From an optimization exercise on the open Yosys and OpenROAD flow, aimed at small area and a short achievable clock period; shortcuts taken in it are not production practice. Only simulation tests tie the RTL to the original design; equivalence was not proved. Power is estimated from default activity; no workload was simulated.

run 1:
// System_Top
module System_Top #(parameter WIDTH = 8, ADDR = 4 , ALU_FUN_WD = 4) (
input    wire                CONTROL_EN,
input    wire                CLKDIV_EN,
input    wire                CLK,
input    wire                RST,
input    wire                WrEn,
input    wire                RdEn,
input    wire   [ADDR-1:0]   Address,
input    wire   [WIDTH-1:0]  WrData,
output   reg    [WIDTH-1:0]  RdData,
output   reg                 SYS_OUT,
output   reg                 SYS_VLD
);
Size in the first run: roughly 1500 cells after synthesis, about 28 I/O pins, ~11000 µm² of cells after synthesis.
export LEC_CHECK = 0
export ABC_AREA = 1
export CAP_MARGIN = 20
export CORE_MARGIN = 2
export CORE_UTILIZATION = 55
export CTS_BUF_LIST = sky130_fd_sc_hd__clkbuf_8
export CTS_CLUSTER_DIAMETER = 100
export CTS_CLUSTER_SIZE = 25
export SLEW_MARGIN = 20
create_clock -name core_clock -period 11.0 [get_ports {CLK}]
standard.sh (not shown) runs the stock make flow with config.mk's settings and CLKGATE_MAP_FILE= SYNTH_SCRIPT=/design/flow/synth_recipe.tcl, a recipe that flattens the netlist after the stock synthesis.
==> flow/flow/run.sh <==
#!/bin/bash
# The standard ORFS layout (standard.sh), run with these make settings on top of
# config.mk: ADDER_MAP_FILE= SETUP_SLACK_MARGIN=7.67
# ADDER_MAP_FILE empty skips synthesis's adder-extraction step, so abc maps the arithmetic;
# SETUP_SLACK_MARGIN makes timing repair aim for extra setup slack. Each make run logs to its
# own file here; ORFS keeps every tool's log under orfs/logs.
set -euo pipefail
KNOBS="ADDER_MAP_FILE= SETUP_SLACK_MARGIN=7.67"
bash standard.sh $KNOBS synth > make_synth.log 2>&1
bash standard.sh $KNOBS finish > make_finish.log 2>&1
Run 1 did not stop at any stage, and its layout met the timing, design-rule and antenna checks.
Changes in run 2 relative to run 1:
- changing CORE_UTILIZATION from 55 to 65
==> flow/flow/run.sh <==
#!/bin/bash
# The standard ORFS layout (standard.sh), run with these make settings on top of
# config.mk: ADDER_MAP_FILE= SETUP_SLACK_MARGIN=7.72
# ADDER_MAP_FILE empty skips synthesis's adder-extraction step, so abc maps the arithmetic;
# SETUP_SLACK_MARGIN makes timing repair aim for extra setup slack. Each make run logs to its
# own file here; ORFS keeps every tool's log under orfs/logs.
set -euo pipefail
KNOBS="ADDER_MAP_FILE= SETUP_SLACK_MARGIN=7.72"
bash standard.sh $KNOBS synth > make_synth.log 2>&1
bash standard.sh $KNOBS finish > make_finish.log 2>&1
--- outcome ---
Reported for run 1 and run 2, remaining antenna violation count after routing turned out identical to the last digit.
Between run 2 and run 1, it is run 2 whose post-layout worst setup margin is lower, by 130 ps.
The sequential share of layout area number comes out lower for run 2 vs run 1.
On run 2: power consumption is about 10% higher than what run 1 gave.
Per the comparison of run 2 with run 1, final period utilization up 1.2 points; placeable core region went down; floorplan die area shrank by 3100 µm²; met1 demand-to-capacity share in global routing up 2.3 points; final layout net count increased by 36 relative to the old numbers.
Run comparison: run 1 most used routing layer in global routing met1; run 2 most used routing layer in global routing met2
Input changes introduced in run 3 (baseline for comparison: run 2):
==> flow/flow/run.sh <==
#!/bin/bash
# The standard ORFS layout (standard.sh), run with these make settings on top of
# config.mk: ADDER_MAP_FILE= SETUP_SLACK_MARGIN=7.67
# ADDER_MAP_FILE empty skips synthesis's adder-extraction step, so abc maps the arithmetic;
# SETUP_SLACK_MARGIN makes timing repair aim for extra setup slack. Each make run logs to its
# own file here; ORFS keeps every tool's log under orfs/logs.
set -euo pipefail
KNOBS="ADDER_MAP_FILE= SETUP_SLACK_MARGIN=7.67"
bash standard.sh $KNOBS synth > make_synth.log 2>&1
bash standard.sh $KNOBS finish > make_finish.log 2>&1
==> notes.md <==
Global routing met1 resource utilization ended up 2.4 points higher on run 3 than on run 2. The lower portion of total power attributed to combinational logic came out of run 3. The vertical die dimension of run 2 and that of run 3 are within noise of each other. STATUS setup slack: run 3 wins against run 2. On design area, run 3 does better than run 2. Post-cts repair resize count in run 3 is 15 lower than in run 2. Taking run 2 as the reference, in run 3 global routing usage summed across all routing layers dropped 1.9 points; power saw a decrease; routed wire length decreased by about 10% relative to the old numbers.
## Diff of input files: run 4 against run 3
- swapping 65 for 60 in CORE_UTILIZATION
==> comparison <==
The final layouts of run 3 and run 4 pass the timing, design-rule and antenna checks. [compare] base=run 3 new=run 4: cell-internal power shows an increase of 2.2%, placed cell count went up, cell count now larger.

---

The RTL this note starts from:
==> flow/design.v <==
module System_Top #(parameter WIDTH = 8, ADDR = 4 , ALU_FUN_WD = 4) (
input    wire                CONTROL_EN,
input    wire                CLKDIV_EN,
input    wire                CLK,
input    wire                RST,
input    wire                WrEn,
input    wire                RdEn,
input    wire   [ADDR-1:0]   Address,
input    wire   [WIDTH-1:0]  WrData,
output   reg    [WIDTH-1:0]  RdData,
output   reg                 SYS_OUT,
output   reg                 SYS_VLD
);
reg [7:0] regArr [0:15];
integer I;
always @(posedge CLK or negedge RST)
 begin
  if (!RST)
   begin
    for (I = 0; I < 16; I = I + 1)
      regArr[I] <= 8'd0;
   end
  else if (WrEn && !RdEn)
    regArr[Address] <= WrData;
 end
always @(posedge CLK)
 begin
  if (RST && RdEn && !WrEn)
    RdData <= regArr[Address];
 end
wire [7:0] A     = regArr[0];
wire [7:0] B     = regArr[1];
wire [15:0] CFG  = {regArr[3], regArr[2]};
wire       PAR_EN  = regArr[4][0];
wire       PAR_TYP = regArr[4][1];
wire [7:0] RATIO = regArr[5];
reg  [6:0] dv_count;
reg        div_clk;
reg        odd_tog;
wire       is_odd   = RATIO[0];
wire [6:0] half     = RATIO[7:1];
wire [6:0] half_m1  = half - 7'd1;
wire       ratio_ok = |RATIO[7:1];
wire       dv_en    = CLKDIV_EN & ratio_ok;
wire       flip     = is_odd ? (odd_tog ? (dv_count == half_m1) : (dv_count == half))
                             : (dv_count == half_m1);
always @(posedge CLK or negedge RST)
 begin
  if (!RST)
   begin
    dv_count <= 7'd0;
    div_clk  <= 1'b0;
    odd_tog  <= 1'b1;
   end
  else if (dv_en)
   begin
    if (flip)
     begin
      dv_count <= 7'd0;
      div_clk  <= ~div_clk;
      if (is_odd)
        odd_tog <= ~odd_tog;
     end
    else
      dv_count <= dv_count + 7'd1;
   end
 end
wire tick = ~dv_en | (flip & ~div_clk);
localparam [1:0] C_IDLE = 2'd0, C_CHK = 2'd1, C_WH = 2'd3, C_WL = 2'd2;
reg  [1:0] cphase;
reg  [3:0] op;
wire       alu_en = (cphase == C_CHK) & CFG[op];
reg  [1:0] cphase_nx;
reg        op_inc;
always @(*)
 begin
  cphase_nx = cphase;
  op_inc    = 1'b0;
  case (cphase)
   C_IDLE: if (CONTROL_EN) cphase_nx = C_CHK;
   C_CHK:  if (CFG[op]) cphase_nx = C_WH;
           else begin
             op_inc = 1'b1;
             if (op == 4'd15) cphase_nx = C_IDLE;
           end
   C_WH:   if (SYS_VLD) cphase_nx = C_WL;
   C_WL:   if (!SYS_VLD) begin
             op_inc = 1'b1;
             cphase_nx = (op == 4'd15) ? C_IDLE : C_CHK;
           end
  endcase
 end
always @(posedge CLK or negedge RST)
 begin
  if (!RST)
   begin
    cphase <= C_IDLE;
    op     <= 4'd0;
   end
  else
   begin
    cphase[0] <= cphase_nx[0];
    cphase[1] <= cphase_nx[1];
    if (op_inc)
      op <= op + 4'd1;
   end
 end
reg  [7:0] res;
wire       is_mul = (op == 4'd2);
wire       is_div = (op == 4'd3);
wire       is_sub = ~is_mul & (op != 4'd0);
wire [7:0] add_x  = is_mul ? ({B[6:0], 1'b0} & {8{A[7]}}) : A;
wire [7:0] add_y  = is_mul ? (B & {8{A[6]}}) : (B ^ {8{is_sub}});
wire [8:0] sum    = {1'b0, add_x} + {1'b0, add_y} + {8'd0, is_sub};
wire       a_lt   = ~sum[8];
wire       a_eq   = (A == B);
wire       q7 = ({7'd0, A[7]} >= B);
wire [0:0] r7 = q7 ? (A[7] - B[0]) : A[7];
wire [1:0] t6 = {r7, A[6]};
wire       q6 = ({6'd0, t6} >= B);
wire [1:0] r6 = q6 ? (t6 - B[1:0]) : t6;
always @(*)
 begin
  case (op)
   4'd0:  res = sum[7:0];
   4'd1:  res = sum[7:0];
   4'd2:  res = {A[5:0], 2'b00};
   4'd3:  res = {A[5:0], q7, q6};
   4'd4:  res = A & B;
   4'd5:  res = A | B;
   4'd6:  res = ~(A & B);
   4'd7:  res = ~(A | B);
   4'd8:  res = A ^ B;
   4'd9:  res = ~(A ^ B);
   4'd10: res = {7'd0, a_eq};
   4'd11: res = {7'd0, ~a_lt & ~a_eq};
   4'd12: res = {6'd0, a_lt, a_lt};
   4'd13: res = {1'b0, A[7:1]};
   4'd14: res = {A[6:0], 1'b0};
   default: res = 8'd0;
  endcase
 end
reg  [2:0] useq;
reg  [7:0] Q;       
reg  [7:0] R;       
reg  [7:0] Bc;      
wire       u_div  = useq[2];
wire       u_run  = (useq[1:0] != 2'd0);
wire       u_last = (useq[1:0] == 2'd1);
wire [7:0] ta  = {R[6:0], u_div & Q[7]};
wire [8:0] sa  = {1'b0, ta} + {1'b0, Bc} + {8'd0, u_div};
wire       qa  = u_div ? sa[8] : Q[7];
wire [7:0] ra  = qa ? sa[7:0] : ta;
wire [7:0] tb  = {ra[6:0], u_div & Q[6]};
wire [8:0] sb  = {1'b0, tb} + {1'b0, Bc} + {8'd0, u_div};
wire       qb  = u_div ? sb[8] : Q[6];
wire [7:0] rb  = qb ? sb[7:0] : tb;
wire [7:0] fin = u_div ? {Q[5:0], qa, qb} : rb;    
reg  [3:0] ust;
wire       in_data = ust[3];
always @(posedge CLK or negedge RST)
 begin
  if (!RST)
   begin
    useq    <= 3'd0;
    ust     <= 4'd0;
    SYS_VLD <= 1'b0;
    SYS_OUT <= 1'b0;
   end
  else
   begin
    if (alu_en)
      useq <= {is_div, (is_mul | is_div) ? 2'd3 : 2'd0};
    else if (u_run)
      useq <= {u_div, useq[1:0] - 2'd1};
    if (tick)
     begin
      SYS_VLD <= (ust != 4'd0) && (ust != 4'd4);
      case (ust)
       4'd0:    SYS_OUT <= 1'b1;
       4'd4:    SYS_OUT <= 1'b1;
       4'd1:    SYS_OUT <= 1'b0;
       4'd3:    SYS_OUT <= 1'b1;
       default: SYS_OUT <= (u_run & u_last) ? fin[0] : Q[0];
      endcase
     end
    if (alu_en)
      ust <= 4'd4;
    else if (tick)
     begin
      case (ust)
       4'd0:    ust <= 4'd0;
       4'd4:    ust <= 4'd1;
       4'd1:    ust <= 4'd8;
       4'd2:    ust <= 4'd3;
       4'd3:    ust <= 4'd0;
       4'd15:   ust <= PAR_EN ? 4'd2 : 4'd3;
       default: ust <= ust + 4'd1;
      endcase
     end
   end
 end
always @(posedge CLK)
 begin
  if (alu_en)
   begin
    Q  <= res;
    Bc <= B ^ {8{is_div}};
   end
  else if (u_run && !u_last)
    Q <= {Q[5:0], qa, qb};
  else if (u_run)              
    Q <= (tick && in_data) ? {fin[7] ^ fin[0], fin[7:1]} : fin;
  else if (tick && in_data)
   begin
    if (ust == 4'd15)
      Q[0] <= Q[7] ^ PAR_TYP;
    else
      Q <= {Q[7] ^ Q[0], Q[7:1]};
   end
 end
always @(posedge CLK)
  R <= alu_en ? (is_mul ? sum[7:0] : {6'd0, r6}) : rb;
endmodule
export LEC_CHECK = 0
export ABC_AREA = 1
export CAP_MARGIN = 5
export CORE_MARGIN = 2
export CORE_UTILIZATION = 60
export CTS_BUF_LIST = sky130_fd_sc_hd__clkbuf_8
export CTS_CLUSTER_DIAMETER = 100
export CTS_CLUSTER_SIZE = 25
export SLEW_MARGIN = 5
create_clock -name core_clock -period 11.0 [get_ports {CLK}]
==> flow/flow/run.sh <==
#!/bin/bash
# The standard ORFS layout (standard.sh), run with these make settings on top of
# config.mk: ADDER_MAP_FILE= SETUP_SLACK_MARGIN=7.6
# ADDER_MAP_FILE empty skips synthesis's adder-extraction step, so abc maps the arithmetic;
# SETUP_SLACK_MARGIN makes timing repair aim for extra setup slack. Each make run logs to its
# own file here; ORFS keeps every tool's log under orfs/logs.
set -euo pipefail
KNOBS="ADDER_MAP_FILE= SETUP_SLACK_MARGIN=7.6"
bash standard.sh $KNOBS synth > make_synth.log 2>&1
bash standard.sh $KNOBS finish > make_finish.log 2>&1
Edit:
==> flow/flow/run.sh (replaced) <==
#!/bin/bash
# The standard ORFS layout (standard.sh) with these changes:
#  - synthesis maps with abc using flow/abc_area.script (area-oriented standard-cell
#    mapping) in place of ORFS's abc_area.script; ORFS's scripts are copied to
#    scripts_mod/ and only that file is replaced;
#  - ADDER_MAP_FILE is empty, so synthesis skips the adder-extraction step and abc maps
#    the arithmetic too;
#  - SETUP_SLACK_MARGIN makes timing repair aim for extra setup slack.
# Registers, their names and cell types are those of the standard synthesis.
# Each make run logs to its own file here; ORFS keeps every tool's log under orfs/logs.
set -euo pipefail
rm -rf scripts_mod
cp -r "$FLOW_HOME/scripts" scripts_mod
cp flow/abc_area.script scripts_mod/abc_area.script
KNOBS="SCRIPTS_DIR=$PWD/scripts_mod ADDER_MAP_FILE= SETUP_SLACK_MARGIN=7.6"
bash standard.sh $KNOBS synth > make_synth.log 2>&1
bash standard.sh $KNOBS finish > make_finish.log 2>&1
==> flow/flow/abc_area.script (new file) <==
strash
dch
map -a -B 0.9
topo
stime -c
buffer -c
upsize -c
dnsize -c
CAP_MARGIN = 20   (was 5)
SLEW_MARGIN = 20   (was 5)
=>
- design area went down slightly
- synthesized cell count came out lower by roughly a tenth
- power goes up slightly
- flip-flop and latch count is unchanged
- hold slack degrades by 0.024 ns
- die area fell by a few percent
- routed wire length shrinks by a few percent
- final cell count fell by roughly a tenth
Edit:
==> flow/flow/run.sh (replaced) <==
#!/bin/bash
# The standard ORFS layout (standard.sh), run with these make settings on top of
# config.mk: ADDER_MAP_FILE= SETUP_SLACK_MARGIN=7.67
# ADDER_MAP_FILE empty skips synthesis's adder-extraction step, so abc maps the arithmetic;
# SETUP_SLACK_MARGIN makes timing repair aim for extra setup slack. Each make run logs to its
# own file here; ORFS keeps every tool's log under orfs/logs.
set -euo pipefail
KNOBS="ADDER_MAP_FILE= SETUP_SLACK_MARGIN=7.67"
bash standard.sh $KNOBS synth > make_synth.log 2>&1
bash standard.sh $KNOBS finish > make_finish.log 2>&1
removed: flow/flow/abc_area.script
Outcome: The new run finished with timing, DRC and antenna clean; routed wire length is higher by a little under a tenth; count of clock-buffer cells in the layout is unchanged; non-clock buffer count climbs by 4; register-to-register slack improves by 1.0 ns; fmax increases by a quarter to a third; utilization fell by 2.5 points; total power went up slightly; sequential power stays flat.
Edit:
==> flow/flow/run.sh (replaced) <==
#!/bin/bash
# The standard ORFS layout (standard.sh), run with these make settings on top of
# config.mk: ADDER_MAP_FILE= SETUP_SLACK_MARGIN=7.6
# ADDER_MAP_FILE empty skips synthesis's adder-extraction step, so abc maps the arithmetic;
# SETUP_SLACK_MARGIN makes timing repair aim for extra setup slack. Each make run logs to its
# own file here; ORFS keeps every tool's log under orfs/logs.
set -euo pipefail
KNOBS="ADDER_MAP_FILE= SETUP_SLACK_MARGIN=7.6"
bash standard.sh $KNOBS synth > make_synth.log 2>&1
bash standard.sh $KNOBS finish > make_finish.log 2>&1
CORE_UTILIZATION = 70   (was 60)
CTS_CLUSTER_DIAMETER = unset   (was 100)
CTS_CLUSTER_SIZE = unset   (was 25)
PLACE_DENSITY = 0.8   (was unset)
Clock skew shrinks by 0.0040 ns.
Global-route usage grows by 6.9 points.
Routed wire length grows slightly.
Power shrinks by a few percent.
Design area shrinks by a few percent.
Cell count shrinks by a few percent.
Utilization grows by 10 points.
Clock power shrinks by a few percent.
Setup slack degrades by 0.14 ns.
Hold slack improves by 0.0033 ns.
Clock-buffer cell count does not change.
Edit:
==> flow/flow/run.sh (replaced) <==
#!/bin/bash
# The standard ORFS layout (standard.sh), run with these make settings on top of
# config.mk: ADDER_MAP_FILE= SETUP_SLACK_MARGIN=7.75
# ADDER_MAP_FILE empty skips synthesis's adder-extraction step, so abc maps the arithmetic;
# SETUP_SLACK_MARGIN makes timing repair aim for extra setup slack. Each make run logs to its
# own file here; ORFS keeps every tool's log under orfs/logs.
set -euo pipefail
KNOBS="ADDER_MAP_FILE= SETUP_SLACK_MARGIN=7.75"
bash standard.sh $KNOBS synth > make_synth.log 2>&1
bash standard.sh $KNOBS finish > make_finish.log 2>&1
CORE_UTILIZATION = 60   (was 70)
PLACE_DENSITY = unset   (was 0.8)
What happened: The changed run ran to the end with no violations; routed wire length came out lower by 3.6%; global-route usage came out lower by 7.9 points; design area came out higher by 4.2%; count of clock-buffer cells in the layout is unchanged; sequential power is about the same; power came out higher by 4.3%; worst setup slack is better by 0.14 ns; non-clock buffer count came out higher by 29.
Edit:
==> flow/flow/run.sh (replaced) <==
#!/bin/bash
# The standard ORFS layout (standard.sh), run with these make settings on top of
# config.mk: ADDER_MAP_FILE= SETUP_SLACK_MARGIN=7.6
# ADDER_MAP_FILE empty skips synthesis's adder-extraction step, so abc maps the arithmetic;
# SETUP_SLACK_MARGIN makes timing repair aim for extra setup slack. Each make run logs to its
# own file here; ORFS keeps every tool's log under orfs/logs.
set -euo pipefail
KNOBS="ADDER_MAP_FILE= SETUP_SLACK_MARGIN=7.6"
bash standard.sh $KNOBS synth > make_synth.log 2>&1
bash standard.sh $KNOBS finish > make_finish.log 2>&1
CTS_BUF_LIST = unset   (was sky130_fd_sc_hd__clkbuf_8)
CTS_CLUSTER_DIAMETER = 100   (was unset)
CTS_CLUSTER_SIZE = 40   (was unset)
Outcome: The changed run produced a clean layout. Clock power came out higher by 35%. Routed wire length came out higher by 3.1%. Global-route usage came out higher by 1.6 points. Worst hold slack got worse by 0.0032 ns.

==> port drivers added, routing unchanged <==
In the flow no input, the clock included, has a driving cell. The finished layouts below were timed again as built, in two steps. Step 1 sets driving cells, clkbuf_16 on the clock port and buf_2 on the other inputs (assumed; they add their load-dependent delay and slew). Step 2 times the ports against the registers' clock, not the clock port: input delays grow and output delays shrink by t, the midpoint of the rising clock arrivals with the driver on. a / b / c = no drivers / after step 1 / after step 2; a / b = the first two.
run | t (ns) | slack for setup (ns) | worst hold slack (ns) | clock arrival spread, ns | cell pins on the clock port's net
run 1 | 0.524 | 7.646 / 7.603 / 7.187 | 0.478 / 0.478 / 0.478 | 0.027 / 0.028 | 1
run 2 | 0.528 | 7.512 / 7.512 / 7.185 | 0.484 / 0.484 / 0.484 | 0.014 / 0.015 | 1
run 3 | 0.513 | 7.629 / 7.646 / 7.133 | 0.484 / 0.484 / 0.484 | 0.020 / 0.020 | 1
run 4 | 0.522 | 7.666 / 7.623 / 7.235 | 0.471 / 0.471 / 0.471 | 0.024 / 0.023 | 1
the first run of note 2 | 0.519 | 7.648 / 7.607 / 7.155 | 0.498 / 0.498 / 0.498 | 0.030 / 0.030 | 1
the second run of note 2 | 0.527 | 6.824 / 6.824 / 6.824 | 0.474 / 0.474 / 0.474 | 0.017 / 0.016 | 1
the third run of note 2 | 0.530 | 7.656 / 7.611 / 7.166 | 0.494 / 0.494 / 0.494 | 0.021 / 0.021 | 1
the fourth run of note 2 | 0.512 | 7.515 / 7.534 / 7.021 | 0.497 / 0.497 / 0.497 | 0.016 / 0.017 | 1
the fifth run of note 2 | 0.530 | 7.657 / 7.613 / 7.229 | 0.494 / 0.494 / 0.494 | 0.026 / 0.026 | 1
the sixth run of note 2 | 0.485 | 7.601 / 7.572 / 7.139 | 0.491 / 0.491 / 0.491 | 0.017 / 0.017 | 1
After both steps every run listed still meets setup and hold. The setup slack of run 3, which loses most, moves by +0.017 ns with the drivers and by -0.496 ns with both steps.
